From an optimization exercise on the open Yosys and OpenROAD flow, aimed at small area; shortcuts taken in it are not production practice.
Function was checked by simulation only, so behaviour that the tests miss may differ from the original.
No driver is modelled on the clock port, so clock power and skew are understated where the tree is cut down; a real chip needs a root buffer or a tree.

== job 4856 ==
## timer_top
module timer_top(
	input CLOCK_50,
	input rst,
	input [1:0] KEY,
	output [6:0] SEG,
	output [3:0] POS
);
export LEC_CHECK = 0
export ABC_AREA = 1
export CAP_MARGIN = 20
export CORE_MARGIN = 2
export CORE_UTILIZATION = 40
export SLEW_MARGIN = 20
create_clock -name core_clock -period 36.0 [get_ports {CLOCK_50}]
standard.sh (not shown) runs the stock make flow with config.mk's settings and CLKGATE_MAP_FILE= SYNTH_SCRIPT=/design/flow/synth_recipe.tcl, a recipe that flattens the netlist after the stock synthesis.
==> flow/flow/run.sh <==
#!/bin/bash
# Standard ORFS layout, with these changes:
#  - synthesis maps the logic with an area-oriented ABC script (flow/area.abc) and
#    without the adder extraction step; everything else in synthesis (and so every
#    register) is as standard.sh synth makes it
#  - ports are buffered with the smallest buffer
#  - the clock tree is a single clock buffer that drives every register (flow/cts.tcl)
set -euo pipefail
W=$PWD
rm -rf "$W/myscripts"
cp -r "$FLOW_HOME/scripts" "$W/myscripts"
cp "$W/flow/area.abc" "$W/myscripts/abc_area.script"
cp "$W/flow/cts.tcl" "$W/myscripts/cts.tcl"
bash "$W/standard.sh" "SCRIPTS_DIR=$W/myscripts" "ADDER_MAP_FILE=" synth > "$W/synth.log" 2>&1
bash "$W/standard.sh" "SCRIPTS_DIR=$W/myscripts" "BUFFER_PORTS_ARGS=-buffer_cell sky130_fd_sc_hd__buf_1" \
  "CLOCK_BUFFER_CELL=sky130_fd_sc_hd__clkbuf_16" finish > "$W/layout.log" 2>&1
==> flow/flow/cts.tcl <==
utl::set_metrics_stage "cts__{}"
source $::env(SCRIPTS_DIR)/load.tcl
source $::env(SCRIPTS_DIR)/lec_check.tcl
erase_non_stage_variables cts
load_design 3_place.odb 3_place.sdc
source_step_tcl PRE CTS

# Clone clock tree inverters next to register loads
# so cts does not try to buffer the inverted clocks.
repair_clock_inverters

proc save_progress { stage } {
  puts "Run 'make gui_$stage.odb' to load progress snapshot"
  orfs_write_db $::env(RESULTS_DIR)/$stage.odb
  orfs_write_sdc $::env(RESULTS_DIR)/$stage.sdc
}

# Run CTS
set cts_args [list \
  -sink_clustering_enable \
  -repair_clock_nets]

append_env_var cts_args CTS_BUF_DISTANCE -distance_between_buffers 1
append_env_var cts_args CTS_CLUSTER_SIZE -sink_clustering_size 1
append_env_var cts_args CTS_CLUSTER_DIAMETER -sink_clustering_max_diameter 1
append_env_var cts_args CTS_BUF_LIST -buf_list 1
append_env_var cts_args CTS_LIB_NAME -library 1


if { [env_var_exists_and_non_empty CTS_ARGS] } {
  set cts_args $::env(CTS_ARGS)
}

set_dont_use $::env(DONT_USE_CELLS)

# The clock tree: one clock buffer, placed at the centre of the registers,
# drives every register's clock pin (in place of clock_tree_synthesis).
set block [ord::get_db_block]
set dbu [$block getDbUnitsPerMicron]
set clk_port [lindex [get_ports -of_objects [get_clocks]] 0]
set clk_net_name [get_full_name [get_nets -of_objects $clk_port]]
set sx 0.0
set sy 0.0
set n 0
foreach inst [$block getInsts] {
  if {[[$inst getMaster] isSequential]} {
    set bb [$inst getBBox]
    set sx [expr {$sx + ([$bb xMin] + [$bb xMax]) / 2.0}]
    set sy [expr {$sy + ([$bb yMin] + [$bb yMax]) / 2.0}]
    incr n
  }
}
set cx [expr {$sx / $n / $dbu}]
set cy [expr {$sy / $n / $dbu}]
log_cmd insert_buffer -buffer_cell $::env(CLOCK_BUFFER_CELL) -net $clk_net_name \
  -location [list $cx $cy] -buffer_name clkbuf_root -net_name clknet_root
set_propagated_clock [all_clocks]

utl::push_metrics_stage "cts__{}__pre_repair_timing"
log_cmd estimate_parasitics -placement
if { $::env(DETAILED_METRICS) } {
  report_metrics 4 "cts pre-repair-timing"
}
utl::pop_metrics_stage

set_placement_padding -global \
  -left $::env(CELL_PAD_IN_SITES_DETAIL_PLACEMENT) \
  -right $::env(CELL_PAD_IN_SITES_DETAIL_PLACEMENT)

set result [catch { detailed_placement } msg]
if { $result != 0 } {
  save_progress 4_1_error
  error "Detailed placement failed in CTS: $msg"
}

log_cmd estimate_parasitics -placement

if { $::env(CTS_SNAPSHOTS) } {
  save_progress 4_1_pre_repair_hold_setup
}

if { !$::env(SKIP_CTS_REPAIR_TIMING) } {
  if { $::env(EQUIVALENCE_CHECK) } {
    write_eqy_verilog 4_before_rsz.v
  }
  if { $::env(LEC_CHECK) } {
    write_lec_verilog 4_before_rsz_lec.v
  }

  repair_timing_helper

  if { $::env(EQUIVALENCE_CHECK) } {
    run_equivalence_test
  }
  if { $::env(LEC_CHECK) } {
    write_lec_verilog 4_after_rsz_lec.v
    run_lec_test 4_rsz 4_before_rsz_lec.v 4_after_rsz_lec.v
  }

  set result [catch { detailed_placement } msg]
  if { $result != 0 } {
    save_progress 4_1_error
    error "Detailed placement failed in CTS: $msg"
  }

  check_placement -verbose
}

report_metrics 4 "cts final"

source_step_tcl POST CTS

orfs_write_db $::env(RESULTS_DIR)/4_1_cts.odb
orfs_write_sdc $::env(RESULTS_DIR)/4_cts.sdc
Other scripts of this flow, unchanged in this note and not shown: flow/flow/area.abc
Job 4856 did not make it past clock tree synthesis, where a tool error ended it.
The following lists how job 9175 was set up differently from job 4856:
-- flow/flow/run.sh --
<<< job 4856, line 14
bash "$W/standard.sh" "SCRIPTS_DIR=$W/myscripts" "ADDER_MAP_FILE=" synth > "$W/synth.log" 2>&1
bash "$W/standard.sh" "SCRIPTS_DIR=$W/myscripts" "BUFFER_PORTS_ARGS=-buffer_cell sky130_fd_sc_hd__buf_1" \
  "CLOCK_BUFFER_CELL=sky130_fd_sc_hd__clkbuf_16" finish > "$W/layout.log" 2>&1
>>> job 9175, line 14
bash "$W/standard.sh" "SCRIPTS_DIR=$W/myscripts" "ADDER_MAP_FILE=" synth > "$W/synth.log" 2>&1
bash "$W/standard.sh" "SCRIPTS_DIR=$W/myscripts" "BUFFER_PORTS_ARGS=-buffer_cell sky130_fd_sc_hd__buf_1" \
  "CLOCK_BUFFER_CELL=sky130_fd_sc_hd__clkbuf_8" "CLOCK_BUFFER_COUNT=2" finish > "$W/layout.log" 2>&1
-- flow/flow/cts.tcl --
<<< job 4856, line 34
set_dont_use $::env(DONT_USE_CELLS)

# The clock tree: one clock buffer, placed at the centre of the registers,
# drives every register's clock pin (in place of clock_tree_synthesis).
set block [ord::get_db_block]
set dbu [$block getDbUnitsPerMicron]
set clk_port [lindex [get_ports -of_objects [get_clocks]] 0]
set clk_net_name [get_full_name [get_nets -of_objects $clk_port]]
set sx 0.0
set sy 0.0
set n 0
foreach inst [$block getInsts] {
  if {[[$inst getMaster] isSequential]} {
    set bb [$inst getBBox]
    set sx [expr {$sx + ([$bb xMin] + [$bb xMax]) / 2.0}]
    set sy [expr {$sy + ([$bb yMin] + [$bb yMax]) / 2.0}]
    incr n
  }
}
set cx [expr {$sx / $n / $dbu}]
set cy [expr {$sy / $n / $dbu}]
log_cmd insert_buffer -buffer_cell $::env(CLOCK_BUFFER_CELL) -net $clk_net_name \
  -location [list $cx $cy] -buffer_name clkbuf_root -net_name clknet_root
set_propagated_clock [all_clocks]

>>> job 9175, line 34
set_dont_use $::env(DONT_USE_CELLS)

# The clock tree: CLOCK_BUFFER_COUNT clock buffers, each placed at the centre
# of its share of the registers (split by position), drive every register's
# clock pin (in place of clock_tree_synthesis).
set block [ord::get_db_block]
set dbu [$block getDbUnitsPerMicron]
set clk_src [get_full_name [lindex [get_property [lindex [all_clocks] 0] sources] 0]]
set clk_net_name [[[$block findBTerm $clk_src] getNet] getName]
set sinks {}
foreach inst [$block getInsts] {
  if {[[$inst getMaster] isSequential]} {
    set bb [$inst getBBox]
    lappend sinks [list [expr {([$bb xMin] + [$bb xMax]) / 2.0}] [expr {([$bb yMin] + [$bb yMax]) / 2.0}] [$inst getName]]
  }
}
set nbuf $::env(CLOCK_BUFFER_COUNT)
set sinks [lsort -real -index 0 $sinks]
set per [expr {int(ceil(double([llength $sinks]) / $nbuf))}]
for {set g 0} {$g < $nbuf} {incr g} {
  set group [lrange $sinks [expr {$g * $per}] [expr {($g + 1) * $per - 1}]]
  if {[llength $group] == 0} continue
  set sx 0.0
  set sy 0.0
  set pins {}
  foreach s $group {
    set sx [expr {$sx + [lindex $s 0]}]
    set sy [expr {$sy + [lindex $s 1]}]
    foreach p [get_pins -of_objects [get_cells [lindex $s 2]]] {
      if {[get_property $p is_clock]} { lappend pins $p }
    }
  }
  set cx [expr {$sx / [llength $group] / $dbu}]
  set cy [expr {$sy / [llength $group] / $dbu}]
  log_cmd insert_buffer -buffer_cell $::env(CLOCK_BUFFER_CELL) -net $clk_net_name \
    -load_pins $pins -location [list $cx $cy] -buffer_name clkbuf_$g -net_name clknet_$g
}
set_propagated_clock [all_clocks]

==> comparison <==
Taking job 4856 as the reference, in job 9175 synthesized flop and latch total was more or less identical, synthesized net count comparable, synthesized cell count about even, number of input and output port buffers inserted now sits at about the same level. Compared with job 4856, in job 9175 total I/O pin count essentially unchanged; compound-gate portion of the synthesized area barely changed; mean instance size in the synthesized netlist saw little to no change; pre-CTS worst setup slack level. Job 4856 and job 9175 ended up with nearly the same placed standard-cell area. Job 4856 never completed, since it errored out during clock tree synthesis. Job 9175: done, clean on timing, DRC and antenna. | summed instance area of the synthesized netlist | job 4856 vs job 9175 | ≈ equal |.
What job 1422 does differently from job 9175 at the input level:
-- flow/flow/cts.tcl --
<<< job 9175, line 49
}
set nbuf $::env(CLOCK_BUFFER_COUNT)
set sinks [lsort -real -index 0 $sinks]
set per [expr {int(ceil(double([llength $sinks]) / $nbuf))}]
for {set g 0} {$g < $nbuf} {incr g} {
  set group [lrange $sinks [expr {$g * $per}] [expr {($g + 1) * $per - 1}]]
  if {[llength $group] == 0} continue
  set sx 0.0
  set sy 0.0
  set pins {}
  foreach s $group {
    set sx [expr {$sx + [lindex $s 0]}]
    set sy [expr {$sy + [lindex $s 1]}]
    foreach p [get_pins -of_objects [get_cells [lindex $s 2]]] {
      if {[get_property $p is_clock]} { lappend pins $p }
    }
  }
  set cx [expr {$sx / [llength $group] / $dbu}]
  set cy [expr {$sy / [llength $group] / $dbu}]
  log_cmd insert_buffer -buffer_cell $::env(CLOCK_BUFFER_CELL) -net $clk_net_name \
    -load_pins $pins -location [list $cx $cy] -buffer_name clkbuf_$g -net_name clknet_$g
}
>>> job 1422, line 49
}
set nbuf $::env(CLOCK_BUFFER_COUNT)
# start from strips of equal size across x, then refine by k-means
set sinks [lsort -real -index 0 $sinks]
set per [expr {int(ceil(double([llength $sinks]) / $nbuf))}]
set assign {}
set i 0
foreach s $sinks { lappend assign [expr {min($nbuf - 1, $i / $per)}]; incr i }
for {set it 0} {$it < 20} {incr it} {
  set cxs {}
  set cys {}
  for {set g 0} {$g < $nbuf} {incr g} {
    set sx 0.0
    set sy 0.0
    set n 0
    foreach s $sinks a $assign {
      if {$a == $g} {
        set sx [expr {$sx + [lindex $s 0]}]
        set sy [expr {$sy + [lindex $s 1]}]
        incr n
      }
    }
    if {$n == 0} { set n 1 }
    lappend cxs [expr {$sx / $n}]
    lappend cys [expr {$sy / $n}]
  }
  set assign {}
  foreach s $sinks {
    set best 0
    set bd 1e30
    for {set g 0} {$g < $nbuf} {incr g} {
      set d [expr {abs([lindex $s 0] - [lindex $cxs $g]) + abs([lindex $s 1] - [lindex $cys $g])}]
      if {$d < $bd} { set bd $d; set best $g }
    }
    lappend assign $best
  }
}
for {set g 0} {$g < $nbuf} {incr g} {
  set pins {}
  foreach s $sinks a $assign {
    if {$a != $g} continue
    foreach p [get_pins -of_objects [get_cells [lindex $s 2]]] {
      if {[get_property $p is_clock]} { lappend pins $p }
    }
  }
  if {[llength $pins] == 0} continue
  puts "clock buffer $g drives [llength $pins] registers"
  set cx [expr {[lindex $cxs $g] / $dbu}]
  set cy [expr {[lindex $cys $g] / $dbu}]
  log_cmd insert_buffer -buffer_cell $::env(CLOCK_BUFFER_CELL) -net $clk_net_name \\
    -load_pins $pins -location [list $cx $cy] -buffer_name clkbuf_$g -net_name clknet_$g
}
Results
- Job 1422 never completed; the flow aborted with a tool error in clock tree synthesis.
- Synthesized area: job 9175 vs job 1422 identical
- The worst-case setup slack after placement was comparable across job 9175 and job 1422.
- From job 9175 to job 1422 the numbers moved as follows: initial core utilization ~0 delta, sum of net half-perimeters after detailed placement about even.
- Job 9175 -> job 1422: number of I/O pins delta 0, exact match
- Job 1422 -> job 9175: number of different library cells in the post-synthesis netlist delta 0, exact match
- Compared job 9175 against job 1422; total placed instance area within noise.
- Taking job 9175 as the reference, in job 1422 simple-gate share of the synthesized area stayed essentially flat; share of the yosys chip area belonging to registers closely matched the old numbers.
The clock cells of job 9175 come from the design's own scripts or RTL, not from TritonCTS.

separate check: timing with driven ports:
No port has a modelled driver above. Below, the same layout with a new extraction and two added sets of constraints.
Step 1 sets driving cells, clkbuf_16 on the clock port and buf_2 on the other inputs (assumed; they add their load-dependent delay and slew).
Step 2 adds t to the input delays and takes it off the output delays; t is the mean of the earliest and latest rising clock arrival at the registers after step 1. Input paths then give back, and output paths get back, about the clock's delay inside the block.
a / b / c = ideal ports / drivers / drivers and shift; a / b = the first two.
run: job 9175
shift t [ns]: 0.201
setup WS [ns]: 27.325 / 27.290 / 27.411
worst slew at a driven data input, ns: 0.03
After both steps setup and hold are still met in job 9175. The setup slack of job 9175 moves by -0.035 ns with the drivers and by +0.086 ns with both steps.
